This design comes from an exercise in tuning for a short achievable clock period and few clock cycles on the open sky130 flow, not from production work. No run shown here included a check of the RTL's function; only the layout flow was run. Power and IR drop assume default switching activity.

--- flow/flow/run.sh ---
#!/bin/bash
# Standard ORFS layout (the standard.sh), with timing repair aimed well
# below the 15 ns clock: repair_timing keeps working until the setup slack
# reaches SETUP_SLACK_MARGIN (10.6 ns below the 15 ns clock).
export SETUP_SLACK_MARGIN=10.6
bash standard.sh > standard.log 2>&1
--- flow/standard.sh ---
#!/bin/bash
# synth_recipe.tcl (not shown) runs the flow's synth.tcl, then flattens the netlist and writes it again
# the make line also repeats each setting of config.mk as NAME=value (left out here)
make -C /OpenROAD-flow-scripts/flow DESIGN_CONFIG=/design/flow/config.mk WORK_HOME=/design/flow/orfs CLKGATE_MAP_FILE= SYNTH_SCRIPT=/design/flow/synth_recipe.tcl "${@:-finish}"
--- flow/design.v ---
module Mips(
	input clk,
	input rst,
	output[31:0] imem_addr,
	input[31:0] imem_data,
	output[17:0] SRAM_ADDR,
	output[15:0] SRAM_WDATA,
	input[15:0] SRAM_RDATA,
	output SRAM_WE_N
);
localparam CIB = 4;               
localparam NCS = 1 << CIB;        
localparam CTB = 16 - CIB;        
localparam SBB = 2;               
localparam SBD = 1 << SBB;        
localparam [1:0] S_IDLE = 2'd0, S_ISSHI = 2'd1, S_CAPLO = 2'd2, S_CAPHI = 2'd3;
reg [31:0] pcf;
reg [31:0] ia_q;          
reg [15:0] btb_v;
reg [25:0] btb_tag [0:15];
reg [29:0] btb_tgt [0:15];
reg [1:0]  btb_ctr [0:15];
reg        v2;
reg [31:0] pc2, seq2;
reg        bh2, pt2;
reg [1:0]  bc2;
reg        vS;
reg [31:0] irS, pcS, seqS;
reg [9:0]  pdS;
reg [31:0] opA_S, opB_S;
reg        bWA_S, bWB_S, bW2A_S, bW2B_S;
reg        bhS, ptS;
reg [1:0]  bcS;
reg        vD;
reg [31:0] irD, pcD, seqD;
reg [9:0]  pdD;
reg        bhD, ptD;
reg [1:0]  bcD;
reg [31:0] opA_D, opB_D;
reg        bWA_D, bWB_D;   
reg        bW2A_D, bW2B_D;  
reg        eA_r, eB_r;     
reg [31:0] rf [1:31];
reg [31:1] rfv;           
reg        vE;
reg [31:0] A_E, B_E, T_E;
reg        aW_E, bW_E, tW_E;
reg [4:0]  rsE, rtE;
reg        uA_E, uB_E, uT_E;
reg [15:0] wE;
reg        cvE, heldMiss, specE;
reg [CTB-1:0] ctgE;
reg [31:0] cdE;
reg [4:0]  destE;
reg        weE, ldE, stE, bezE, bneE, jmpE, subE;
reg        cAdd_E, cAnd_E, cOr_E, cNor_E, cXor_E, cSll_E, cSra_E, cSrl_E;
reg        guessE, nzE;
reg [31:0] tgtE, seqE, pcE;
reg        bhE;
reg [1:0]  bcE;
reg [1:0]  mst;
reg        lbV, lbWe, lbFill, lbRdy;
reg [4:0]  lbDest;
reg [15:0] lbW;
reg [15:0] lo_cap;
reg [31:0] dataL;
localparam PFK = 15;
reg        pfV;
reg [3:0]  pfCnt;
reg [15:0] pfW, pfFA;
reg        pf_s1, pf_s2, pf_s3, pfDataV, pfCancel;
reg [15:0] pf_lo;
reg [31:0] pfData;
reg        bu_v, bu_w;
reg [3:0]  bu_i;
reg [25:0] bu_tag;
reg [29:0] bu_tgt;
reg [1:0]  bu_ctr;
reg        weW, fillW;
reg [31:0] dataW, dataW2;
reg [4:0]  destW;
reg [15:0] waW;
reg [NCS-1:0]     cval;
reg [NCS*CTB-1:0] ctagF;
reg [NCS*32-1:0]  cdatF;
reg [15:0] sb_a [0:SBD-1];
reg [31:0] sb_d [0:SBD-1];
reg [SBB-1:0] sb_h, sb_t;
reg [SBB:0]   sb_n;
reg        sb_ph;
reg [17:0] sa;
reg [15:0] sw;
reg        swe_n;
assign imem_addr = ia_q;
assign SRAM_ADDR = sa;
assign SRAM_WDATA = sw;
assign SRAM_WE_N = swe_n;
wire [3:0]  fi = pcf[5:2];
wire        bhit = btb_v[fi] && (btb_tag[fi] == pcf[31:6]);
wire [1:0]  bctr = btb_ctr[fi];
wire        bpt = bhit && bctr[1];
wire [31:0] pcf4 = pcf + 32'd4;
wire [31:0] npc = bpt ? {btb_tgt[fi], 2'b00} : pcf4;
function [9:0] predec(input [31:0] w);
	reg [5:0] op;
	begin
		op = w[31:26];
		predec[0] = (op == 6'd1) || (op == 6'd3) || (op == 6'd5) || (op == 6'd6) || (op == 6'd7) ||
		            (op == 6'd8) || (op == 6'd9) || (op == 6'd10) || (op == 6'd11) || (op == 6'd12);
		predec[1] = (op == 6'd32);
		predec[2] = (op == 6'd33);
		predec[3] = (op == 6'd36);
		predec[4] = (op == 6'd37);
		predec[5] = (op == 6'd40);
		predec[6] = (op == 6'd41);
		predec[7] = (op == 6'd42);
		predec[8] = (w[15:0] != 16'd0);
		predec[9] = (w[25:21] == w[20:16]);
	end
endfunction
wire [9:0] pdN = predec(imem_data);
wire [4:0] rsN = imem_data[25:21];
wire [4:0] rtN = imem_data[20:16];
wire [4:0] rsS = irS[25:21];
wire [4:0] rtS = irS[20:16];
wire [31:0] rfA_S = bWA_S ? dataW : bW2A_S ? dataW2 : opA_S;
wire [31:0] rfB_S = bWB_S ? dataW : bW2B_S ? dataW2 : opB_S;
wire [31:0] rdA_N = (rsN != 5'd0 && rfv[rsN]) ? rf[rsN] : 32'd0;
wire [31:0] rdB_N = (rtN != 5'd0 && rfv[rtN]) ? rf[rtN] : 32'd0;
wire bW2A_N = weW && destW == rsN && rsN != 5'd0;
wire bW2B_N = weW && destW == rtN && rtN != 5'd0;
wire [5:0] opF = imem_data[31:26];
wire isBezF = (opF == 6'd40);
wire isBneF = (opF == 6'd41);
wire stTakenF = imem_data[15] || (isBezF && rsN == 5'd0) || (isBneF && rsN != rtN);
wire rdF_fire = v2 && !pt2 && ((opF == 6'd42) ||
                ((isBezF || isBneF) && stTakenF && !bh2 && imem_data[15:0] != 16'd0));
wire [31:0] tgtF = seq2 + {{14{imem_data[15]}}, imem_data[15:0], 2'b00};
wire ptF = pt2 || rdF_fire;
wire [5:0] opD = irD[31:26];
wire [4:0] rsD = irD[25:21];
wire [4:0] rtD = irD[20:16];
wire [4:0] rdD = irD[15:11];
wire [31:0] sxD = {{16{irD[15]}}, irD[15:0]};
wire isRD    = pdD[0];
wire isAddiD = pdD[1];
wire isSubiD = pdD[2];
wire isLdD   = pdD[3];
wire isStD   = pdD[4];
wire isBezD  = pdD[5];
wire isBneD  = pdD[6];
wire isJmpD  = pdD[7];
wire nzD     = pdD[8];      
wire sameD   = pdD[9];      
wire useA_D = isRD | isAddiD | isSubiD | isBezD | isBneD;    
wire useB_D = isRD | isBneD;                                 
wire [4:0] destD = isRD ? rdD : rtD;
wire weD = (isRD | isAddiD | isSubiD | isLdD) && (destD != 5'd0);
wire [31:0] tgtD = seqD + {sxD[29:0], 2'b00};
wire [31:0] rfA = bWA_D ? dataW : bW2A_D ? dataW2 : opA_D;
wire [31:0] rfB = bWB_D ? dataW : bW2B_D ? dataW2 : opB_D;
wire [17:0] ofsD = sxD[17:0] - 18'd1024;
wire [17:0] eaD = rfA[17:0] + ofsD;
wire [15:0] wD = eaD[17:2];
wire [CIB-1:0] ciD = wD[CIB-1:0];
wire hazD = (isLdD || isStD) &&
            ((vE && weE && rsD == destE) || (lbV && lbWe && rsD == lbDest));
wire [31:0] Af = aW_E ? dataW : A_E;
wire [31:0] Bf = bW_E ? dataW : B_E;
wire [31:0] Tf = tW_E ? dataW : T_E;
wire [31:0] sumE = Af + (subE ? ~Bf : Bf) + {31'd0, subE};
wire big = |Bf[31:5];
wire [4:0] sh = Bf[4:0];
wire [31:0] sllE = big ? 32'd0 : (Af << sh);
wire [31:0] srE = $signed({cSra_E & Af[31], Af}) >>> (big ? 6'd32 : {1'b0, sh});
wire [31:0] aluE = ({32{cAdd_E}} & sumE) |
                   ({32{cAnd_E}} & (Af & Bf)) |
                   ({32{cOr_E}}  & (Af | Bf)) |
                   ({32{cNor_E}} & ~(Af | Bf)) |
                   ({32{cXor_E}} & (Af ^ Bf)) |
                   ({32{cSll_E}} & sllE) |
                   ({32{cSra_E | cSrl_E}} & srE);
wire sboard = vE && lbV && lbWe &&
              ((uA_E && rsE == lbDest) || ((uB_E || uT_E) && rtE == lbDest));
wire takenE = jmpE | (bezE & (Af == 32'd0)) | (bneE & (Af != Bf));
wire mispE = vE && (bezE || bneE) && nzE && !sboard && (takenE != guessE);
wire [31:0] redirE = takenE ? tgtE : seqE;
wire ldEv = vE && ldE;
wire stEv = vE && stE;
wire [CIB-1:0] ciE = wE[CIB-1:0];
wire [CTB-1:0] ctE = wE[15:CIB];
wire chit = cvE && !heldMiss && (ctgE == ctE);
wire sb_full = (sb_n == SBD);
wire sb_empty = (sb_n == 0);
reg sbmatch;
integer k;
always @(*) begin
	sbmatch = 1'b0;
	for (k = 0; k < SBD; k = k + 1)
		if (((k - sb_h) & (SBD - 1)) < sb_n && sb_a[k] == wE) sbmatch = 1'b1;
end
wire ldMiss = ldEv && !chit;
wire ldAlloc = ldMiss && !sbmatch && (!lbV || lbRdy || mst == S_CAPHI);
wire st_wr = stEv && !sb_full && !sboard;
wire stallE = (ldMiss && !ldAlloc) || (stEv && sb_full) || sboard;
wire advE = !stallE;
wire e2w = vE && advE && weE && !ldMiss;
wire capNow = (mst == S_CAPHI);
wire lbToW = lbV && (lbRdy || capNow) && !e2w;
wire wn_we = e2w || (lbToW && lbWe);
wire [4:0] wn_dest = e2w ? destE : lbDest;
wire cbyS = st_wr && ciE == ciD;
wire fill_we = fillW || pfDataV;
wire [15:0] fill_a = fillW ? waW : pfFA;
wire [31:0] fill_d = fillW ? dataW : pfData;
wire cbyF = fill_we && fill_a[CIB-1:0] == ciD;
wire [CIB-1:0] pI = rfA[CIB+1:2] ^ sxD[CIB+1:2];
wire [CIB-1:0] gI = rfA[CIB+1:2] & sxD[CIB+1:2];
wire c2I = (rfA[1] & sxD[1]) | ((rfA[1] ^ sxD[1]) & rfA[0] & sxD[0]);
reg [NCS-1:0] selD;
reg [CIB-1:0] jv, cyI;
reg           crvR;
reg [CTB-1:0] crtR;
reg [31:0]    crdR;
integer j;
always @(*) begin
	crvR = 1'b0;
	crtR = {CTB{1'b0}};
	crdR = 32'd0;
	for (j = 0; j < NCS; j = j + 1) begin
		jv = j;
		cyI = gI | (pI & ~jv);
		selD[j] = ((pI ^ jv) == {cyI[CIB-2:0], c2I});
		crvR = crvR | (selD[j] & cval[j]);
		crtR = crtR | ({CTB{selD[j]}} & ctagF[j*CTB +: CTB]);
		crdR = crdR | ({32{selD[j]}} & cdatF[j*32 +: 32]);
	end
end
wire          crvD = cbyS | cbyF | crvR;
wire [CTB-1:0] crtD = cbyS ? ctE : cbyF ? fill_a[15:CIB] : crtR;
wire [31:0]   crdD = cbyS ? Tf : cbyF ? fill_d : crdR;
wire p_hi = (mst == S_ISSHI);
wire p_new = ldAlloc;
wire spec_go;
wire sb_go = !(p_hi || p_new || spec_go) && !sb_empty;
wire sb_deq = sb_go && sb_ph;
wire pf_free = !(p_hi || p_new || spec_go || sb_go);
reg pfSbMatch;
always @(*) begin
	pfSbMatch = 1'b0;
	for (k = 0; k < SBD; k = k + 1)
		if (((k - sb_h) & (SBD - 1)) < sb_n && sb_a[k] == pfW) pfSbMatch = 1'b1;
end
wire pf_idle = !pf_s1 && !pf_s2 && !pf_s3 && !pfDataV;
wire pf_try = pfV && pfCnt != 4'd0 && pf_idle;
wire pf_lo_go = pf_try && !pfSbMatch && pf_free;
wire pf_skip = pf_try && pfSbMatch;
wire pf_hi_go = pf_s1 && pf_free;
wire pf_kill = st_wr && wE == pfFA;      
wire sb_enq = st_wr;
reg [1:0] mst_n;
always @(*) begin
	mst_n = mst;
	case (mst)
		S_ISSHI: mst_n = S_CAPLO;
		S_CAPLO: mst_n = S_CAPHI;
		default: mst_n = S_IDLE;
	endcase
	if (ldAlloc) mst_n = specE ? S_CAPLO : S_ISSHI;
end
wire accD = !vD || (advE && !hazD);
wire fetch_ok = !rst && (accD || (!vS && !v2));
wire goD = vD && advE && !hazD && !mispE;    
wire brD = (isBezD || isBneD) && nzD;
wire bneSame = isBneD && sameD;                       
wire eA = eA_r;                  
wire eB = eB_r && isBneD;        
wire useE = (eA || eB) && !bneSame;
wire lbHazB = lbV && lbWe && (rsD == lbDest || (isBneD && rtD == lbDest));
wire eAdd = cAdd_E;
wire eLog = cAnd_E | cOr_E | cNor_E | cXor_E;
wire eLd = ldE && chit;
wire [31:0] xD = isBezD ? 32'd0 : (eA ? rfB : rfA);   
wire [31:0] bxE = subE ? ~Bf : Bf;
wire [31:0] ppE = Af ^ bxE;
wire [31:0] ggE = Af & bxE;
wire [31:0] cyE = ggE | (ppE & ~xD);
wire eqAdd = ((ppE ^ xD) == {cyE[30:0], subE});
wire [31:0] logE = ({32{cAnd_E}} & (Af & Bf)) | ({32{cOr_E}} & (Af | Bf)) |
                   ({32{cNor_E}} & ~(Af | Bf)) | ({32{cXor_E}} & (Af ^ Bf));
wire eqLog = (logE == xD);
wire eqLd = (cdE == xD);
wire eqE = eAdd ? eqAdd : eLog ? eqLog : eqLd;
wire eqR = isBezD ? (rfA == 32'd0) : (rfA == rfB);
wire eqD = bneSame | (useE ? eqE : eqR);
wire takenD = isBezD ? eqD : !eqD;
wire resD = brD && goD && !lbHazB && (!useE || eAdd || eLog || eLd);
wire mispD = resD && (takenD != ptD);
assign spec_go = vD && isLdD && !hazD && advE && !p_hi && !p_new;
wire [31:0] pcf_n = mispE ? redirE : mispD ? (takenD ? tgtD : seqD) : rdF_fire ? tgtF : fetch_ok ? npc : pcf;
integer i;
always @(posedge clk)
	ia_q <= pcf_n;
wire [4:0] rsNew = vS ? rsS : rsN;
wire [4:0] rtNew = vS ? rtS : rtN;
always @(posedge clk) begin
	if (advE) begin
		eA_r <= goD && weD && destD == rsNew;
		eB_r <= goD && weD && destD == rtNew;
	end else if (accD) begin
		eA_r <= vE && weE && destE == rsNew;
		eB_r <= vE && weE && destE == rtNew;
	end
end
always @(posedge clk or posedge rst) begin
	if (rst) begin
		pcf <= 32'd0;
		v2 <= 1'b0;
		vS <= 1'b0;
		vD <= 1'b0;
		ptD <= 1'b0;
	end else begin
		pcf <= pcf_n;
		v2 <= !mispE && !mispD && !rdF_fire && fetch_ok;
		if (mispE || mispD)
			vS <= 1'b0;
		else if (accD)
			vS <= vS & v2;
		else if (v2)
			vS <= 1'b1;
		if (mispE)
			vD <= 1'b0;
		else if (accD) begin
			if (mispD)
				vD <= 1'b0;
			else if (vS) begin
				vD <= 1'b1;
				ptD <= ptS;
			end else begin
				vD <= v2;
				ptD <= ptF;
			end
		end
	end
end
always @(posedge clk) begin
	if (fetch_ok) begin
		pc2 <= pcf;
		seq2 <= pcf4;
		bh2 <= bhit;
		bc2 <= bctr;
		pt2 <= bpt;
	end
	if ((accD && vS) || (!accD && v2)) begin
		irS <= imem_data; pdS <= pdN; pcS <= pc2; seqS <= seq2; bhS <= bh2; bcS <= bc2; ptS <= ptF;
		opA_S <= rdA_N;
		opB_S <= rdB_N;
		bWA_S <= wn_we && wn_dest == rsN;
		bWB_S <= wn_we && wn_dest == rtN;
		bW2A_S <= bW2A_N;
		bW2B_S <= bW2B_N;
	end else begin
		opA_S <= rfA_S;
		opB_S <= rfB_S;
		bWA_S <= wn_we && wn_dest == rsS;
		bWB_S <= wn_we && wn_dest == rtS;
		bW2A_S <= 1'b0;
		bW2B_S <= 1'b0;
	end
	if (accD && vS) begin
		opA_D <= rfA_S;
		opB_D <= rfB_S;
		bWA_D <= wn_we && wn_dest == rsS;
		bWB_D <= wn_we && wn_dest == rtS;
		bW2A_D <= 1'b0;
		bW2B_D <= 1'b0;
	end else if (accD) begin
		opA_D <= rdA_N;
		opB_D <= rdB_N;
		bWA_D <= wn_we && wn_dest == rsN;
		bWB_D <= wn_we && wn_dest == rtN;
		bW2A_D <= bW2A_N;
		bW2B_D <= bW2B_N;
	end else begin
		opA_D <= rfA;
		opB_D <= rfB;
		bWA_D <= wn_we && wn_dest == rsD;
		bWB_D <= wn_we && wn_dest == rtD;
		bW2A_D <= 1'b0;
		bW2B_D <= 1'b0;
	end
	if (accD) begin
		if (vS) begin
			irD <= irS; pdD <= pdS; pcD <= pcS; seqD <= seqS; bhD <= bhS; bcD <= bcS;
		end else begin
			irD <= imem_data; pdD <= pdN; pcD <= pc2; seqD <= seq2; bhD <= bh2; bcD <= bc2;
		end
	end
end
always @(posedge clk or posedge rst) begin
	if (rst)
		btb_v <= 16'd0;
	else if (bu_v && bu_w)
		btb_v[bu_i] <= 1'b1;
end
always @(posedge clk) begin
	if (bu_v && bu_w) begin
		btb_tag[bu_i] <= bu_tag;
		btb_tgt[bu_i] <= bu_tgt;
		btb_ctr[bu_i] <= bu_ctr;
	end
end
always @(posedge clk or posedge rst) begin
	if (rst)
		bu_v <= 1'b0;
	else
		bu_v <= vE && (bezE || bneE || jmpE) && advE;
end
always @(posedge clk) begin
	bu_i <= pcE[5:2];
	bu_tag <= pcE[31:6];
	bu_tgt <= tgtE[31:2];
	bu_w <= bhE || takenE;
	bu_ctr <= !bhE ? 2'd2 :
	          takenE ? ((bcE == 2'd3) ? 2'd3 : bcE + 2'd1) :
	                   ((bcE == 2'd0) ? 2'd0 : bcE - 2'd1);
end
always @(posedge clk or posedge rst) begin
	if (rst)
		rfv <= 31'd0;
	else if (weW)
		rfv[destW] <= 1'b1;
end
always @(posedge clk) begin
	if (weW)
		rf[destW] <= dataW;
end
always @(posedge clk or posedge rst) begin
	if (rst)
		vE <= 1'b0;
	else if (advE)
		vE <= goD;
end
always @(posedge clk) begin
	if (advE) begin
		A_E <= rfA;
		B_E <= useB_D ? rfB : sxD;
		T_E <= rfB;
		aW_E <= wn_we && wn_dest == rsD;
		bW_E <= useB_D && wn_we && wn_dest == rtD;
		tW_E <= wn_we && wn_dest == rtD;
		rsE <= rsD;
		rtE <= rtD;
		uA_E <= useA_D;
		uB_E <= useB_D;
		uT_E <= isStD;
		wE <= wD;
		specE <= spec_go;
		heldMiss <= 1'b0;
		destE <= destD;
		weE <= weD;
		ldE <= isLdD;
		stE <= isStD;
		bezE <= isBezD;
		bneE <= isBneD;
		jmpE <= isJmpD;
		subE <= (opD == 6'd3) || isSubiD;
		cAdd_E <= (opD == 6'd1) || (opD == 6'd3) || isAddiD || isSubiD;
		cAnd_E <= (opD == 6'd5);
		cOr_E <= (opD == 6'd6);
		cNor_E <= (opD == 6'd7);
		cXor_E <= (opD == 6'd8);
		cSll_E <= (opD == 6'd9) || (opD == 6'd10);
		cSra_E <= (opD == 6'd11);
		cSrl_E <= (opD == 6'd12);
		guessE <= resD ? takenD : ptD;
		nzE <= nzD;
		tgtE <= tgtD;
		seqE <= seqD;
		pcE <= pcD;
		bhE <= bhD;
		bcE <= bcD;
	end else begin
		A_E <= Af;
		B_E <= Bf;
		T_E <= Tf;
		aW_E <= wn_we && wn_dest == rsE;
		bW_E <= uB_E && wn_we && wn_dest == rtE;
		tW_E <= wn_we && wn_dest == rtE;
		specE <= 1'b0;
		heldMiss <= ldMiss;
		if (mispE) guessE <= takenE;
	end
	cvE <= crvD;
	ctgE <= crtD;
	cdE <= crdD;
end
always @(posedge clk or posedge rst) begin
	if (rst) begin
		mst <= S_IDLE;
		lbV <= 1'b0;
		lbRdy <= 1'b0;
	end else begin
		mst <= mst_n;
		if (ldAlloc) begin
			lbV <= 1'b1;
			lbRdy <= 1'b0;
		end else if (lbToW) begin
			lbV <= 1'b0;
			lbRdy <= 1'b0;
		end else if (capNow)
			lbRdy <= 1'b1;
	end
end
always @(posedge clk) begin
	if (mst == S_CAPLO) lo_cap <= SRAM_RDATA;
	if (capNow) dataL <= {SRAM_RDATA, lo_cap};
	if (ldAlloc) begin
		lbDest <= destE;
		lbWe <= weE;
		lbW <= wE;
		lbFill <= 1'b1;
	end else begin
		if (e2w && destE == lbDest) lbWe <= 1'b0;
		if (st_wr && ciE == lbW[CIB-1:0]) lbFill <= 1'b0;
	end
end
always @(posedge clk or posedge rst) begin
	if (rst) begin
		weW <= 1'b0;
		fillW <= 1'b0;
	end else begin
		weW <= wn_we;
		fillW <= lbToW && lbFill && !(st_wr && ciE == lbW[CIB-1:0]);
	end
end
always @(posedge clk) begin
	dataW <= e2w ? (ldE ? cdE : aluE) : lbRdy ? dataL : {SRAM_RDATA, lo_cap};
	destW <= wn_dest;
	dataW2 <= dataW;
	waW <= lbW;
end
always @(posedge clk or posedge rst) begin
	if (rst) begin
		pfV <= 1'b0;
		pf_s1 <= 1'b0;
		pf_s2 <= 1'b0;
		pf_s3 <= 1'b0;
		pfDataV <= 1'b0;
	end else begin
		if (ldAlloc) pfV <= 1'b1;
		pf_s1 <= pf_lo_go;
		pf_s2 <= pf_hi_go;
		pf_s3 <= pf_s2;
		if (pf_s3)
			pfDataV <= !pfCancel && !pf_kill;
		else if (!fillW || pf_kill)
			pfDataV <= 1'b0;
	end
end
always @(posedge clk) begin
	if (ldAlloc) begin
		pfW <= wE + 16'd1;
		pfCnt <= PFK;
	end else if (pf_hi_go || pf_skip) begin
		pfW <= pfW + 16'd1;
		pfCnt <= pfCnt - 4'd1;
	end
	if (pf_lo_go) begin
		pfFA <= pfW;
		pfCancel <= st_wr && wE == pfW;
	end else if (pf_kill)
		pfCancel <= 1'b1;
	if (pf_s2) pf_lo <= SRAM_RDATA;
	if (pf_s3) pfData <= {SRAM_RDATA, pf_lo};
end
always @(posedge clk or posedge rst) begin
	if (rst)
		cval <= {NCS{1'b0}};
	else begin
		if (fill_we) cval[fill_a[CIB-1:0]] <= 1'b1;
		if (sb_enq) cval[ciE] <= 1'b1;
	end
end
always @(posedge clk) begin
	for (j = 0; j < NCS; j = j + 1) begin
		if (sb_enq && ciE == j) begin
			ctagF[j*CTB +: CTB] <= ctE;
			cdatF[j*32 +: 32] <= Tf;
		end else if (fill_we && fill_a[CIB-1:0] == j) begin
			ctagF[j*CTB +: CTB] <= fill_a[15:CIB];
			cdatF[j*32 +: 32] <= fill_d;
		end
	end
end
always @(posedge clk or posedge rst) begin
	if (rst) begin
		sb_h <= {SBB{1'b0}};
		sb_t <= {SBB{1'b0}};
		sb_n <= {(SBB+1){1'b0}};
		sb_ph <= 1'b0;
		swe_n <= 1'b1;
		sa <= 18'd0;
	end else begin
		if (sb_enq) sb_t <= sb_t + 1'b1;
		if (sb_deq) sb_h <= sb_h + 1'b1;
		sb_n <= sb_n + {{SBB{1'b0}}, sb_enq} - {{SBB{1'b0}}, sb_deq};
		if (sb_go) sb_ph <= ~sb_ph;
		swe_n <= !sb_go;
		if (p_hi) sa <= {1'b0, lbW, 1'b1};
		else if (p_new) sa <= {1'b0, wE, specE};
		else if (spec_go) sa <= {1'b0, wD, 1'b0};
		else if (sb_go) sa <= {1'b0, sb_a[sb_h], sb_ph};
		else if (pf_lo_go) sa <= {1'b0, pfW, 1'b0};
		else if (pf_hi_go) sa <= {1'b0, pfFA, 1'b1};
	end
end
always @(posedge clk) begin
	if (sb_enq) begin
		sb_a[sb_t] <= wE;
		sb_d[sb_t] <= Tf;
	end
	sw <= sb_ph ? sb_d[sb_h][31:16] : sb_d[sb_h][15:0];    
end
endmodule
--- flow/config.mk ---
export PLATFORM = sky130hd
export DESIGN_NAME = Mips
export DESIGN_NICKNAME = Mips
export VERILOG_FILES = /design/flow/design.v
export SDC_FILE = /design/flow/constraint.sdc
export NUM_CORES = 8
export LEC_CHECK = 0
export CAP_MARGIN = 20
export CORE_MARGIN = 2
export CORE_UTILIZATION = 40
export SLEW_MARGIN = 40
--- flow/constraint.sdc ---
create_clock -name core_clock -period 15.0 [get_ports {clk}]
set_input_delay 3.0000 -clock core_clock [delete_from_list [all_inputs] [get_ports {clk}]]
set_output_delay 3.0000 -clock core_clock [all_outputs]
set_load 0.01 [all_outputs]
==> impl_metrics.csv, run 1 <==
group,metric,value,unit
critical_path,worst-setup-path-type,"in -> reg",
synthesis,synthTopCellsByArea,"edfxtp_1, mux4_2, dfxtp_1",
synthesis,postSynthAreaPerCell,13.76,um^2
final_layout,nFillCells,39980,
sta,finalHoldViolations,0,
synthesis,yosysTopAreaCell,"edfxtp_1",
grt,antenna_found_initial,48,
sta,setup_ws,9.877,ns
sta,period_needed,5.123,ns
clock_tree,ctsHoldBuffers,0,
synthesis,syn_area,0.1884,mm^2
clock_tree,htree_levels,5,
final_layout,drive_gt1_share,25.92,%
sta,fmax,0.1952,GHz
routing,first_iter_violations,20050,
power_and_ir_drop,power.leakage,79.87,nW
synthesis,ys_async_sr_fraction,3.436,%
place,gp_congestion,0.9899,
synthesis,ys.flop_type,"edfxtp_1",
floorplanning,boundaryPins,117,
critical_path,critPathArrivalTime,6.01,ns
routing,wire_per_inst,34.78,um
final_layout,final_common_cell,"edfxtp_1",
clock_tree,clock_path_buffers,4,
floorplanning,die_w,690.3,um
job,max_cap_violations,0,
outcome,status,"complete, no violations",
grt,grt_max_degree,89,
routing,drtPass1Iterations,6,
place,pre_cts_slack,7.082,ns
critical_path,r2r_cells,14,
floorplanning,core_area,0.4701,mm^2
critical_path,reg2reg_slack,10.10,ns
clock_tree,clock_latency,1.04,ns
sta,slew_headroom,31.79,%
critical_path,cp-start-kind,"primary input",
sta,setup_violations,0,
hold_path,min-delay-start,"pcE[4]",
floorplanning,start_util,40.08,%
synthesis,ys_warn_count,1,
clock_tree,numCtsBuffers,421,
synthesis,yosysSeqAreaShare,61.07,%
grt,overflow,0,
final_layout,multi_input_area,0.07491,mm^2
clock_tree,clk_pin_slew,0.06,ns
routing,postRouteAntennaNets,0,
clock_tree,cts.sinks,4016,
critical_path,r2r-end,"pcf[30]",
critical_path,end_kind,"flip-flop",
power_and_ir_drop,p_per_area,138.9,mW/mm^2
clock_tree,cts_tree,"built",
hold_path,holdPathStages,0,
final_layout,fin_util,48.55,%
sta,rsz0062_at_grt,"true",
final_layout,mostFrequentLayoutCells,"edfxtp_1, nor2_1, a21oi_1, mux4_2, mux2i_1",
hold_path,holdPathEnd,"bu_i[2]",
clock_tree,clock-root-buffer,"clkbuf_16",
final_layout,nets,14630,
sta,worst_pin_slew,1.023,ns
grt,grt_use_total,29.40,%
synthesis,synth_nets,14000,
sta,post-route-period-util,34.15,%
synthesis,synth_top_area_share,54.10,%
power_and_ir_drop,ir_drop,0.1218,mV
place,dp_hpwl,422.1,mm
routing,num_vias,133200,
grt,grt_pass1_vias,125500,
final_layout,syn_to_final_growth,21.14,%
critical_path,critPathRequiredTime,15.89,ns
grt,grt_pass1_wl,1000,mm
synthesis,synth-seq-cells,4016,
routing,vias_per_cell,6.360,
routing,drcViolationCount,0,
critical_path,r2r_start,"pcf[3]",
floorplanning,die_y,690.3,um
floorplanning,fp-row-count,252,
sta,tns,0,ns
place,io_buffers,115,
hold_path,hold_path_class,"reg -> reg",
synthesis,synth-edff-count,3395,
synthesis,synthDistinctLibCells,100,
sta,slew_viol_final,0,
routing,wirelength,728.5,mm
critical_path,path_max_fanout,3,
sta,final.setup_skew,0.07218,ns
synthesis,syn_inst,13690,
final_layout,seqCellArea,0.1153,mm^2
floorplanning,dieArea,0.4766,mm^2
==> Yosys cell counts, drive strengths merged, types with 17 or more instances <==
| cell | instances |
|---|---|
| nor2 | 1259 |
| mux4 | 767 |
| a2111oi | 26 |
| a221oi | 230 |
| buf | 280 |
| o21bai | 28 |
| o2111ai | 30 |
| nand3 | 108 |
| nor2b | 28 |
| a31oi | 39 |
| a21o | 85 |
| and3 | 66 |
| o211ai | 96 |
| nand2 | 730 |
| edfxtp | 3395 |
| dfrtp | 137 |
| a22oi | 164 |
| xnor2 | 296 |
| ha | 219 |
| or3 | 23 |
| a211o | 20 |
| o21ai | 421 |
| nand4 | 131 |
| and2 | 25 |
| inv | 280 |
| clkbuf | 697 |
| a211oi | 84 |
| o31ai | 38 |
| o221ai | 23 |
| dfxtp | 483 |
| a221o | 19 |
| nor4 | 101 |
| xor2 | 327 |
| a21oi | 1177 |
| mux2 | 302 |
| o21a | 49 |
| fa | 38 |
| nor3 | 149 |
| nand2b | 102 |
| or2 | 17 |
| o22ai | 49 |
| a22o | 150 |
| mux2i | 849 |
==> power breakdown <==
part	internal [mW]	switching, mW	leakage [nW]
sequential	13.3	1.01	36.8
combinational	2.63	4.11	36.2
clock	6.04	4.63	6.83
total	21.9	9.75	79.9
==> worst max-delay path: stages <==
cell	delay, ns
buf_8	0.10
ha_4	0.16
inv_2	0.06
fa_2	0.24
nor2b_4	0.06
o31ai_4	0.30
a2111oi_4	0.12
buf_4	0.17
a211oi_4	0.29
buf_4	0.19
o21bai_4	0.08
a211oi_4	0.26
or4_1	0.15
and3_4	0.19
o21ai_2	0.05
a211o_1	0.26
a221o_1	0.34
==> flip-flops by register name, indices dropped and copies added (netlist names), 64 cells and up <==
| name | cells |
|---|---|
| ctagF | 192 |
| cdatF | 512 |
| rf | 992 |
| btb_tag | 416 |
| sb_a | 64 |
| btb_tgt | 480 |
| sb_d | 128 |
==> layout make-up <==
cell class / count / area share, %
antenna: 28 / 0.03070
clock buffer: 578 / 5.129
clock inverter: 212 / 0.9933
inverter: 285 / 0.5295
multi-input combinational: 8423 / 32.82
sequential: 4016 / 50.53
tap: 6223 / 3.411
timing repair buffer: 1174 / 6.533
timing repair inverter: 6 / 0.02796
==> worst max path at each step <==
stage	startpoint	to
6_report	imem_data[0]	pcf[22]
5_1_grt	imem_data[0]	pcf[30]
4_1_cts	imem_data[0]	pcf[30]
3_5_place_dp	imem_data[17]	opB_S[3]
3_3_place_gp	imem_data[17]	opB_D[3]
2_1_floorplan	rst	pcf[31]
==> kinds of logic (layout without fill, tap and decap cells) <==
| family | count (synthesis) | count (layout) | synth area share (%) |
|---|---|---|---|
| simple gates | 2806 | 2812 | 6.584 |
| mux | 1918 | 1918 | 15.49 |
| fa+ha+maj | 260 | 260 | 1.874 |
| other cells | 1 | 29 | 0.001990 |
| flops | 4016 | 4016 | 61.07 |
| buf+inv | 1262 | 2255 | 2.646 |
| xor+xnor | 624 | 624 | 2.912 |
| compound gates | 2806 | 2808 | 9.425 |
==> per-layer routing <==
layer	wire, um	part of all wire, %	global-route usage [%]	vias to the layer above
met5	210	0.029	0	-
met4	41790	5.7	13.93	26
met3	91400	13	7.278	1884
met2	314800	43	43.61	9246
met1	280300	38	40.60	67810
li1	-	-	-	54250
==> per-stage QoR <==
stage          power, mW  hold WS, ns  std cells  area, um^2
4_1_cts            31.39       0.3391      20800      225200
6_report           31.69       0.3399      20950      228300
5_1_grt            32.49       0.3470      20930      228200
2_1_floorplan      17.34       0.3233      13690      189600
3_3_place_gp       20.04       0.3245      19500      198700
3_5_place_dp       20.09       0.3269      19520      199600
==> timing repair <==
item | 4_1_cts | 5_1_grt
endpoints found under the setup margin | 833 | 1038
gates cloned | 106 | 13
pin swaps | 198 | 143
buffers inserted | 377 | 103
gates resized for setup | 1539 | 331
==> run 2, diff against run 1 <==
--- a/flow/design.v
+++ b/flow/design.v
@@ -281,15 +281,22 @@
 wire eLog = cAnd_E | cOr_E | cNor_E | cXor_E;
 wire eLd = ldE && chit;
-wire [31:0] xD = isBezD ? 32'd0 : (eA ? rfB : rfA);   
 wire [31:0] bxE = subE ? ~Bf : Bf;
 wire [31:0] ppE = Af ^ bxE;
 wire [31:0] ggE = Af & bxE;
-wire [31:0] cyE = ggE | (ppE & ~xD);
-wire eqAdd = ((ppE ^ xD) == {cyE[30:0], subE});
 wire [31:0] logE = ({32{cAnd_E}} & (Af & Bf)) | ({32{cOr_E}} & (Af | Bf)) |
                    ({32{cNor_E}} & ~(Af | Bf)) | ({32{cXor_E}} & (Af ^ Bf));
-wire eqLog = (logE == xD);
-wire eqLd = (cdE == xD);
-wire eqE = eAdd ? eqAdd : eLog ? eqLog : eqLd;
+function eqRes(input [31:0] x, input [31:0] pp, input [31:0] gg, input sub,
+               input [31:0] lg, input [31:0] ld, input isAdd, input isLog);
+	reg [31:0] cy;
+	begin
+		cy = gg | (pp & ~x);
+		eqRes = isAdd ? ((pp ^ x) == {cy[30:0], sub}) :
+		        isLog ? (lg == x) : (ld == x);
+	end
+endfunction
+wire eqE_0 = eqRes(32'd0, ppE, ggE, subE, logE, cdE, eAdd, eLog);
+wire eqE_A = eqRes(rfA, ppE, ggE, subE, logE, cdE, eAdd, eLog);
+wire eqE_B = eqRes(rfB, ppE, ggE, subE, logE, cdE, eAdd, eLog);
+wire eqE = isBezD ? eqE_0 : eA ? eqE_B : eqE_A;
 wire eqR = isBezD ? (rfA == 32'd0) : (rfA == rfB);
 wire eqD = bneSame | (useE ? eqE : eqR);
@@ -298,5 +305,6 @@
 wire mispD = resD && (takenD != ptD);
 assign spec_go = vD && isLdD && !hazD && advE && !p_hi && !p_new;
-wire [31:0] pcf_n = mispE ? redirE : mispD ? (takenD ? tgtD : seqD) : rdF_fire ? tgtF : fetch_ok ? npc : pcf;
+wire [31:0] pcf_n = mispD ? (ptD ? seqD : tgtD) :
+                    mispE ? redirE : rdF_fire ? tgtF : fetch_ok ? npc : pcf;
 integer i;
 always @(posedge clk)
--- a/flow/config.mk
+++ b/flow/config.mk
@@ -6,4 +6,5 @@
 export NUM_CORES = 8
 export LEC_CHECK = 0
+export ABC_CLOCK_PERIOD_IN_PS = 4500
 export CAP_MARGIN = 20
 export CORE_MARGIN = 2
==> impl_metrics.csv, run 2 <==
group,metric,value,unit
outcome,status,"complete, no violations",
place,dp_hpwl,433.6,mm
routing,drcViolationCount,0,
power_and_ir_drop,p_per_area,146.1,mW/mm^2
critical_path,crit_start,"aW_E",
sta,worst_pin_slew,0.9776,ns
place,gp_congestion,1.018,
synthesis,synth_nets,14060,
final_layout,top_regs,"rf (992), cdatF (512), btb_tgt (480)",
synthesis,synth.most_common_cell,"edfxtp_1",
synthesis,ys_async_sr_fraction,3.436,%
floorplanning,fp-row-count,252,
clock_tree,clk_pin_slew,0.07,ns
sta,tns,0,ns
floorplanning,boundaryPins,117,
synthesis,ys.flop_type,"edfxtp_1",
grt,antenna_found_initial,44,
sta,setup_violations,0,
hold_path,hold_path_class,"reg -> reg",
critical_path,slowest_stage,"nor4_1",
clock_tree,cts_tree,"built",
routing,num_vias,131800,
job,max_cap_violations,0,
final_layout,mostFrequentLayoutCells,"edfxtp_1, nor2_1, a21oi_1, mux4_2, nand2_1",
grt,grt_pass1_wl,1004,mm
grt,grt_use_total,29.58,%
final_layout,finalNonFillerCells,20810,
final_layout,syn_to_final_growth,20.12,%
synthesis,synthDistinctLibCells,94,
synthesis,postSynthAreaPerCell,13.82,um^2
synthesis,ys_warn_count,1,
power_and_ir_drop,combPwrFrac,23.5,%
sta,post-route-period-util,33.10,%
grt,grt_max_degree,89,
synthesis,syn_area,0.1892,mm^2
final_layout,drive_gt1_share,25.78,%
critical_path,critPathArrivalTime,5.96,ns
clock_tree,htree_levels,5,
synthesis,yosysSeqAreaShare,60.83,%
clock_tree,clock-root-buffer,"clkbuf_16",
power_and_ir_drop,power_frac_seq,44.1,%
final_layout,largest_reg_flops,992,
power_and_ir_drop,switchingPower,10.55,mW
final_layout,nets,14570,
grt,overflow,0,
synthesis,synth_top_area_share,53.89,%
synthesis,syn_inst,13690,
final_layout,final_common_cell,"edfxtp_1",
routing,first_iter_violations,20320,
critical_path,cp_top_family,"buffers and inverters",
sta,rsz0062_at_grt,"true",
sta,final.setup_skew,0.1276,ns
place,io_buffers,115,
floorplanning,start_util,40.16,%
floorplanning,die_w,691.7,um
critical_path,r2r_start,"aW_E",
critical_path,critPathBufInv,8,
power_and_ir_drop,ir_drop,0.1294,mV
critical_path,worst-setup-path-type,"reg -> reg",
synthesis,yosysTopAreaCell,"edfxtp_1",
floorplanning,die_y,691.7,um
critical_path,path_max_fanout,11,
power_and_ir_drop,p_sw_share,31.76,%
critical_path,end_kind,"flip-flop",
synthesis,synth_common_cells,"edfxtp_1, nor2_1, a21oi_1",
sta,fmax,0.2014,GHz
synthesis,synth-edff-count,3395,
sta,slew_viol_final,0,
clock_tree,clock_path_buffers,4,
sta,slew_headroom,34.36,%
routing,wire_per_inst,35.46,um
critical_path,critPathRequiredTime,16.00,ns
clock_tree,numCtsBuffers,427,
synthesis,synth-seq-cells,4016,
power_and_ir_drop,power.leakage,79.87,nW
final_layout,regMostFlops,"rf",
power_and_ir_drop,clkPwrFrac,32.5,%
clock_tree,clock_latency,1.08,ns
clock_tree,cts.sinks,4016,
critical_path,cp-start-kind,"flip-flop",
critical_path,critPathMaxStageDelay,0.42,ns
place,place_inst,19500,
final_layout,nFillCells,40360,
power_and_ir_drop,power.internal,22.66,mW
routing,wirelength,737.8,mm
routing,postRouteAntennaNets,0,
floorplanning,core_area,0.4711,mm^2
routing,drtPass1Iterations,8,
synthesis,synthTopCellsByArea,"edfxtp_1, mux4_2, dfxtp_1",
critical_path,crit_chain,"buf_12, bufbuf_16, mux2i_4, buf_6, inv_1, ha_1, a22oi_1, nand2_2, nor4_1, nand4_1, nor4_4, o31a_1, nor2_2, o21bai_4, mux2i_4, buf_12, buf_12, buf_6, buf_16, mux2i_4",
hold_path,min-delay-start,"pcE[4]",
floorplanning,dieArea,0.4785,mm^2
sta,finalHoldViolations,0,
routing,vias_per_cell,6.337,
sta,period_needed,4.965,ns
grt,grt_pass1_vias,125000,
[run 2: cell count changes in the layout (fill, tap and decap cells not counted), moves of 56 or more]
cell,delta
a221oi_1,-96
a22o_1,-77
a22oi_1,+141
mux2_2,+69
mux2i_1,-61
nand3_1,+80
nor2_1,-67
o21ai_0,-62
o21ai_1,+56
xnor2_1,+139
[run 2: cells by family after synthesis]
family | share of synthesized area (%)
buffers and inverters | 2.638
and+or+nand+nor | 6.513
other | 0.001982
AOI/OAI and AO/OA | 8.869
muxes | 15.46
adders and majority gates | 2.394
DFF | 60.83
xor gates and xnor gates | 3.296
[run 2: routing by layer]
| layer | vias up | GRT usage [%] | share of wire [%] |
|---|---|---|---|
| met1 | 67540 | 39.97 | 38 |
| li1 | 53800 | - | - |
| met3 | 1862 | 6.621 | 11 |
| met4 | 24 | 13.71 | 5.8 |
| met2 | 8613 | 45.54 | 45 |
| met5 | - | 0 | 0.036 |
[run 2: path summary, 6_finish.rpt]
check	endpoint	depth (start not counted)	slack, ns
max	pcf[21]	20	10.04
min	bu_i[2]	0	0.34
max reg2reg	pcf[21]	20	10.04
min reg2reg	bu_i[2]	0	0.34
max in group asynchronous	sb_h[0]	4	11.03
min in group asynchronous	pcf[3]	2	2.28
[run 2: timing repair]
item,4_1_cts,5_1_grt
resized for setup,1374,393
hold buffers,0,0
gates cloned,92,26
buffers inserted,248,119
pin swaps,78,127
setup endpoints to repair,986,587
[run 2: power groups by stage]
stage                     Clock, mW  Combinational [mW]  Sequential, mW
after floorplan                   0                3.89            14.3
after global placement            0                6.56            14.8
after detailed placement          0                6.59            14.8
after CTS                      10.9                7.38            14.6
after global routing           11.3                8.09            14.7
final                          10.8                7.79            14.6
[run 2: layout make-up]
cell class,count,area (um^2),area share (%)
Sequential cell,4016,115300,50.75
Multi-Input combinational cell,8387,74870,32.95
Timing Repair Buffer,1097,13860,6.099
Clock buffer,588,11820,5.203
Tap cell,6223,7786,3.427
Clock inverter,209,2345,1.032
Inverter,265,1157,0.5093
Antenna cell,16,40.04,0.01762
Timing Repair inverter,4,35.03,0.01542
[run 2: worst register-to-register path, delay by kind of cell, from the launching register on]
family	cells	cell delay, ns
DFF	1	0.39
buffers and inverters	8	1.39
AOI/OAI and AO/OA	3	0.80
and+or+nand+nor	5	1.30
adders and majority gates	1	0.18
muxes	3	0.92
[run 2: through the flow]
step           utilization [%]  cell area (um^2)  setup WS (ns)  total power, mW  hold slack, ns
6_report                 48.24            227200          10.04            33.21          0.3382
5_1_grt                  48.23            227200          10.13            34.05          0.3407
4_1_cts                  47.47            223600          10.25            32.84          0.3328
3_5_place_dp             42.51            200300          7.345            21.38          0.3269
3_3_place_gp             42.40            199700          7.333            21.34          0.3259
2_1_floorplan                -            190500          8.170            18.19          0.3233
==> run 3, diff against run 2 <==
--- a/flow/config.mk
+++ b/flow/config.mk
@@ -10,3 +10,5 @@
 export CORE_MARGIN = 2
 export CORE_UTILIZATION = 40
+export CTS_CLUSTER_DIAMETER = 60
+export CTS_CLUSTER_SIZE = 24
 export SLEW_MARGIN = 40
==> impl_metrics.csv, run 3 <==
group,metric,value,unit
critical_path,critPathArrivalTime,5.89,ns
clock_tree,cts_tree,"built",
final_layout,final_common_cell,"edfxtp_1",
synthesis,yosysTopAreaCell,"edfxtp_1",
clock_tree,clk_pin_slew,0.08,ns
routing,num_vias,131300,
final_layout,drive_gt1_share,26.23,%
critical_path,path_max_fanout,40,
grt,grt_pass1_wl,1001,mm
synthesis,synth-seq-cells,4016,
place,io_buffers,115,
final_layout,nets,14510,
routing,drcViolationCount,0,
synthesis,synth.most_common_cell,"edfxtp_1",
routing,wirelength,736.6,mm
clock_tree,cts.sinks,4016,
clock_tree,htree_levels,5,
routing,first_iter_violations,20490,
floorplanning,dieArea,0.4785,mm^2
grt,grt_pass1_vias,124400,
power_and_ir_drop,clkPwrFrac,31.4,%
synthesis,synth_common_cells,"edfxtp_1, nor2_1, a21oi_1",
routing,drtPass1Iterations,6,
critical_path,end_kind,"flip-flop",
floorplanning,fp-row-count,252,
final_layout,finalNonFillerCells,20710,
sta,period_needed,4.961,ns
routing,postRouteAntennaNets,0,
sta,setup_violations,0,
critical_path,worst-setup-path-type,"reg -> reg",
sta,fmax,0.2016,GHz
place,dp_hpwl,433.6,mm
final_layout,fin_area,0.2262,mm^2
final_layout,top_regs,"rf (992), cdatF (512), btb_tgt (480)",
sta,rsz0062_at_grt,"true",
clock_tree,ctsHoldBuffers,0,
synthesis,synthDistinctLibCells,94,
grt,antenna_found_initial,51,
critical_path,critPathMaxStageDelay,0.46,ns
clock_tree,clock_path_buffers,4,
place,gp_congestion,1.018,
critical_path,crit_chain,"buf_6, mux2i_4, buf_12, ha_1, a22oi_1, nand3_2, o21ai_4, xnor2_1, nor4_2, nand4_1, o31ai_2, a311oi_2, o21bai_4, mux2i_4, buf_12, buf_8, buf_16, o32a_1",
sta,tns,0,ns
synthesis,syn_area,0.1892,mm^2
critical_path,slowest_stage,"nor4_2",
synthesis,synth_top_area_share,53.89,%
sta,holdWs,0.3101,ns
routing,wire_per_inst,35.57,um
power_and_ir_drop,combPwrFrac,23.9,%
synthesis,synth-edff-count,3395,
power_and_ir_drop,switchingPower,10.96,mW
final_layout,mostFrequentLayoutCells,"edfxtp_1, nor2_1, a21oi_1, mux4_2, nand2_1",
synthesis,ys_warn_count,1,
floorplanning,die_y,691.7,um
hold_path,hold_path_class,"reg -> reg",
place,post_dp_cell_area,0.2003,mm^2
power_and_ir_drop,power_frac_seq,44.7,%
final_layout,syn_to_final_growth,19.60,%
clock_tree,clock_latency,1.09,ns
synthesis,syn_inst,13690,
sta,post-route-period-util,33.07,%
final_layout,largest_reg_flops,992,
sta,finalHoldViolations,0,
synthesis,ys_async_sr_fraction,3.436,%
clock_tree,clock-root-buffer,"clkbuf_16",
place,place_inst,19500,
critical_path,cp-start-kind,"flip-flop",
synthesis,postSynthAreaPerCell,13.82,um^2
sta,slew_headroom,30.90,%
synthesis,ys.flop_type,"edfxtp_1",
outcome,status,"complete, no violations",
job,max_cap_violations,0,
final_layout,nFillCells,40480,
synthesis,synth_nets,14060,
floorplanning,start_util,40.16,%
power_and_ir_drop,p_sw_share,33.54,%
synthesis,yosysSeqAreaShare,60.83,%
critical_path,critPathRequiredTime,15.92,ns
sta,slew_viol_final,0,
routing,vias_per_cell,6.340,
floorplanning,core_area,0.4711,mm^2
floorplanning,boundaryPins,117,
grt,overflow,0,
synthesis,synthTopCellsByArea,"edfxtp_1, mux4_2, dfxtp_1",
grt,grt_use_total,29.53,%
power_and_ir_drop,p_per_area,144.5,mW/mm^2
floorplanning,die_w,691.7,um
power_and_ir_drop,power.internal,21.72,mW
power_and_ir_drop,ir_drop,0.1253,mV
final_layout,fin_util,48.03,%
sta,final.setup_skew,0.1541,ns
final_layout,regMostFlops,"rf",
grt,grt_max_degree,89,
sta,worst_pin_slew,1.029,ns
clock_tree,numCtsBuffers,365,
power_and_ir_drop,power.leakage,79.38,nW
-- run 3: critical path, delay by kind of cell, from the launching register on --
family | cells | cell delay [ns]
buf+inv | 5 | 0.97
mux | 2 | 0.45
simple gates | 3 | 0.90
fa+ha+maj | 1 | 0.33
flops | 1 | 0.39
xor+xnor | 1 | 0.14
compound gates | 6 | 1.59
-- run 3: what timing repair did --
item	4_1_cts	5_1_grt
resized for setup	1369	350
endpoints found under the hold margin	0	0
setup endpoints to repair	995	604
gates cloned	86	31
buffers inserted	244	132
pin swaps	91	103
-- run 3: metal layers --
layer / share of wire [%] / wire length [um] / up-vias / global-route usage (%)
met5: 0.029 / 215 / - / 0.07001
met4: 5.9 / 43340 / 32 / 14.01
met3: 12 / 85260 / 1824 / 6.650
li1: - / - / 53690 / -
met1: 38 / 280900 / 67180 / 39.96
met2: 44 / 326900 / 8559 / 45.21
-- run 3: area by class of cell --
| type | count | area (um^2) | area share, % |
|---|---|---|---|
| Sequential cell | 4016 | 115300 | 50.97 |
| Multi-Input combinational cell | 8387 | 74570 | 32.96 |
| Timing Repair Buffer | 1104 | 14080 | 6.223 |
| Clock buffer | 389 | 9350 | 4.133 |
| Tap cell | 6223 | 7786 | 3.441 |
| Clock inverter | 300 | 3895 | 1.722 |
| Inverter | 265 | 1176 | 0.5198 |
| Antenna cell | 19 | 47.55 | 0.02102 |
| Timing Repair inverter | 4 | 35.03 | 0.01548 |
-- run 3: worst paths after layout --
path | slack, ns | cells after the start | to | start
setup / recovery | 10.04 | 18 | ia_q[31] | dataW[5]
hold / removal | 0.31 | 0 | bu_tag[1] | pcE[7]
setup reg to reg | 10.04 | 18 | ia_q[31] | dataW[5]
hold reg to reg | 0.31 | 0 | bu_tag[1] | pcE[7]
max in group asynchronous | 11.04 | 4 | sb_h[0] | rst
min in group asynchronous | 2.27 | 2 | pcf[3] | rst
-- run 3: kinds of logic after synthesis --
family | share of synthesized area [%]
muxes | 15.46
other | 0.001982
and+or+nand+nor | 6.513
AOI/OAI and AO/OA | 8.869
DFF | 60.83
xor gates and xnor gates | 3.296
adders and majority gates | 2.394
buffers and inverters | 2.638
-- run 3: metrics by stage --
stage          total power [mW]  setup slack (ns)
6_report                  32.68             10.04
5_1_grt                   33.52             10.11
4_1_cts                   32.30             10.29
3_5_place_dp              21.38             7.345
3_3_place_gp              21.34             7.333
2_1_floorplan             18.19             8.170
-- run 3: power by group through the flow --
stage	logic (mW)	clock network, mW	registers, mW
final	7.80	10.3	14.6
after global routing	8.10	10.8	14.7
after CTS	7.38	10.4	14.6
after detailed placement	6.59	0	14.8
after global placement	6.56	0	14.8
after floorplan	3.89	0	14.3
==> run 4, diff against run 3 <==
--- a/flow/config.mk
+++ b/flow/config.mk
@@ -6,9 +6,7 @@
 export NUM_CORES = 8
 export LEC_CHECK = 0
-export ABC_CLOCK_PERIOD_IN_PS = 4500
+export ABC_CLOCK_PERIOD_IN_PS = 3000
 export CAP_MARGIN = 20
 export CORE_MARGIN = 2
 export CORE_UTILIZATION = 40
-export CTS_CLUSTER_DIAMETER = 60
-export CTS_CLUSTER_SIZE = 24
 export SLEW_MARGIN = 40
==> impl_metrics.csv, run 4 <==
group,metric,value,unit
routing,drcViolationCount,0,
hold_path,holdPathStages,0,
sta,period_needed,4.965,ns
synthesis,postSynthAreaPerCell,13.82,um^2
sta,finalHoldViolations,0,
power_and_ir_drop,switchingPower,10.55,mW
synthesis,ys_async_sr_fraction,3.436,%
synthesis,synth.area.mux_share,15.46,%
grt,grt_pass1_wl,1004,mm
routing,drtPass1Iterations,8,
clock_tree,clock_path_buffers,4,
power_and_ir_drop,p_sw_share,31.76,%
final_layout,top_regs,"rf (992), cdatF (512), btb_tgt (480)",
routing,wirelength,737.8,mm
place,post_dp_cell_area,0.2003,mm^2
power_and_ir_drop,power.internal,22.66,mW
floorplanning,die_w,691.7,um
sta,slew_headroom,34.36,%
synthesis,synthXorXnorAreaFrac,3.296,%
synthesis,synthDistinctLibCells,94,
critical_path,worst-setup-path-type,"reg -> reg",
sta,setup_ws,10.04,ns
final_layout,drive_gt1_share,25.78,%
sta,post-route-period-util,33.10,%
clock_tree,cts_tree,"built",
final_layout,fin_util,48.24,%
floorplanning,fp-row-count,252,
place,gp_congestion,1.018,
power_and_ir_drop,clkPwrFrac,32.5,%
grt,grt_pass1_vias,125000,
sta,worst_pin_slew,0.9776,ns
final_layout,syn_to_final_growth,20.12,%
hold_path,hold_path_class,"reg -> reg",
synthesis,synth-edff-count,3395,
synthesis,synth-adder-area-share,2.394,%
routing,vias_per_cell,6.337,
final_layout,fin_area,0.2272,mm^2
synthesis,yosys.area_share.simple,6.513,%
synthesis,synth_common_cells,"edfxtp_1, nor2_1, a21oi_1",
routing,wire_per_inst,35.46,um
final_layout,finalNonFillerCells,20810,
synthesis,synth.most_common_cell,"edfxtp_1",
floorplanning,dieArea,0.4785,mm^2
synthesis,synth_compound_area_share,8.869,%
critical_path,critPathRequiredTime,16.00,ns
sta,fmax,0.2014,GHz
sta,holdWs,0.3382,ns
final_layout,final_common_cell,"edfxtp_1",
floorplanning,boundaryPins,117,
synthesis,synth_top_family_by_area,"multiplexers",
place,dp_hpwl,433.6,mm
clock_tree,clk_pin_slew,0.07,ns
power_and_ir_drop,power_frac_seq,44.1,%
grt,grt_use_total,29.58,%
synthesis,syn_area,0.1892,mm^2
grt,overflow,0,
clock_tree,clock_latency,1.08,ns
synthesis,synthTopCellsByArea,"edfxtp_1, mux4_2, dfxtp_1",
critical_path,path_max_fanout,11,
synthesis,synth_top_area_share,53.89,%
clock_tree,clock-root-buffer,"clkbuf_16",
floorplanning,die_y,691.7,um
clock_tree,htree_levels,5,
power_and_ir_drop,combPwrFrac,23.5,%
routing,num_vias,131800,
synthesis,ys.flop_type,"edfxtp_1",
routing,first_iter_violations,20320,
synthesis,yosysTopAreaCell,"edfxtp_1",
floorplanning,core_area,0.4711,mm^2
job,max_cap_violations,0,
power_and_ir_drop,power.leakage,79.87,nW
critical_path,end_kind,"flip-flop",
floorplanning,start_util,40.16,%
place,io_buffers,115,
critical_path,r2r_cells,20,
sta,final.setup_skew,0.1276,ns
synthesis,syn_inst,13690,
clock_tree,cts.sinks,4016,
sta,slew_viol_final,0,
sta,rsz0062_at_grt,"true",
routing,postRouteAntennaNets,0,
synthesis,yosysSeqAreaShare,60.83,%
place,place_inst,19500,
grt,antenna_found_initial,44,
synthesis,ys_warn_count,1,
grt,grt_max_degree,89,
critical_path,cp-start-kind,"flip-flop",
sta,tns,0,ns
final_layout,regMostFlops,"rf",
clock_tree,numCtsBuffers,427,
sta,setup_violations,0,
final_layout,largest_reg_flops,992,
critical_path,critPathArrivalTime,5.96,ns
power_and_ir_drop,ir_drop,0.1294,mV
final_layout,mostFrequentLayoutCells,"edfxtp_1, nor2_1, a21oi_1, mux4_2, nand2_1",
final_layout,nets,14570,
synthesis,synth_nets,14060,
power_and_ir_drop,power,33.21,mW
synthesis,synth-seq-cells,4016,
place,pre_cts_slack,7.345,ns
outcome,status,"complete, no violations",
power_and_ir_drop,p_per_area,146.1,mW/mm^2
run 4: logic make-up after synthesis:
kind of cell	count (synthesis)
other cells	1
buf+inv	1286
fa+ha+maj	321
mux	1874
compound gates	2707
simple gates	2771
flops	4016
xor+xnor	712
run 4: worst max-delay path, cell delays in order (launching register included):
cell and delay (ns):
dfxtp_4 0.39, buf_12 0.16, bufbuf_16 0.33, mux2i_4 0.31
buf_6 0.24, inv_1 0.09, ha_1 0.18, a22oi_1 0.24
nand2_2 0.22, nor4_1 0.42, nand4_1 0.20, nor4_4 0.39
o31a_1 0.20, nor2_2 0.06, o21bai_4 0.36, mux2i_4 0.35
buf_12 0.17, buf_12 0.12, buf_6 0.11, buf_16 0.15
mux2i_4 0.23
run 4: routing by layer:
layer,vias up,GRT usage (%),share of wire (%)
li1,53800,-,-
met2,8613,45.54,45
met1,67540,39.97,38
met4,24,13.71,5.8
met5,-,0,0.036
met3,1862,6.621,11
run 4: layout make-up:
| class | instances | area (um^2) |
|---|---|---|
| Antenna cell | 16 | 40.04 |
| Clock buffer | 588 | 11820 |
| Clock inverter | 209 | 2345 |
| Fill cell | 40360 | 243800 |
| Inverter | 265 | 1157 |
| Multi-Input combinational cell | 8387 | 74870 |
| Sequential cell | 4016 | 115300 |
| Tap cell | 6223 | 7786 |
| Timing Repair Buffer | 1097 | 13860 |
| Timing Repair inverter | 4 | 35.03 |
run 4: path summary, 6_finish.rpt:
path	start	slack [ns]	to
setup / recovery	aW_E	10.04	pcf[21]
hold / removal	pcE[4]	0.34	bu_i[2]
setup reg to reg	aW_E	10.04	pcf[21]
hold reg to reg	pcE[4]	0.34	bu_i[2]
max in group asynchronous	rst	11.03	sb_h[0]
min in group asynchronous	rst	2.28	pcf[3]
run 4: repair_timing:
item | in CTS | in global routing
cloned | 92 | 26
resized for setup | 1374 | 393
setup buffers | 248 | 119
setup endpoints to repair | 986 | 587
pin swaps | 78 | 127
hold buffers | 0 | 0
run 4: power groups by stage:
stage / Sequential, mW / Clock, mW / Combinational (mW)
after floorplan: 14.3 / 0 / 3.89
after global placement: 14.8 / 0 / 6.56
after detailed placement: 14.8 / 0 / 6.59
after CTS: 14.6 / 10.9 / 7.38
after global routing: 14.7 / 11.3 / 8.09
final: 14.6 / 10.8 / 7.79

-- port drivers added, routing unchanged --
No port has a modelled driver above. Below, the same layouts with a new extraction and two added sets of constraints.
Step 1 sets driving cells, clkbuf_16 on the clock port and buf_2 on the other inputs (assumed; they add their load-dependent delay and slew).
Step 2, shift: input delay + t, output delay - t, t = (earliest + latest rising clock arrival at the registers) / 2. This alone moves slack from input paths to output paths.
Slacks: ideal ports / drivers / drivers and shift; pairs: ideal ports / drivers.
run | t (ns) | setup WS [ns] | worst slew at a driven data input, ns
run 1 | 1.123 | 9.877 / 9.950 / 8.828 | 0.32
run 2 | 1.147 | 10.035 / 10.035 / 9.001 | 0.41
run 3 | 1.151 | 10.039 / 10.039 / 9.026 | 0.47
run 4 | 1.147 | 10.035 / 10.035 / 9.001 | 0.41
After both steps every run listed still meets setup and hold. The setup slack of run 1, which loses most, moves by +0.073 ns with the drivers and by -1.049 ns with both steps.
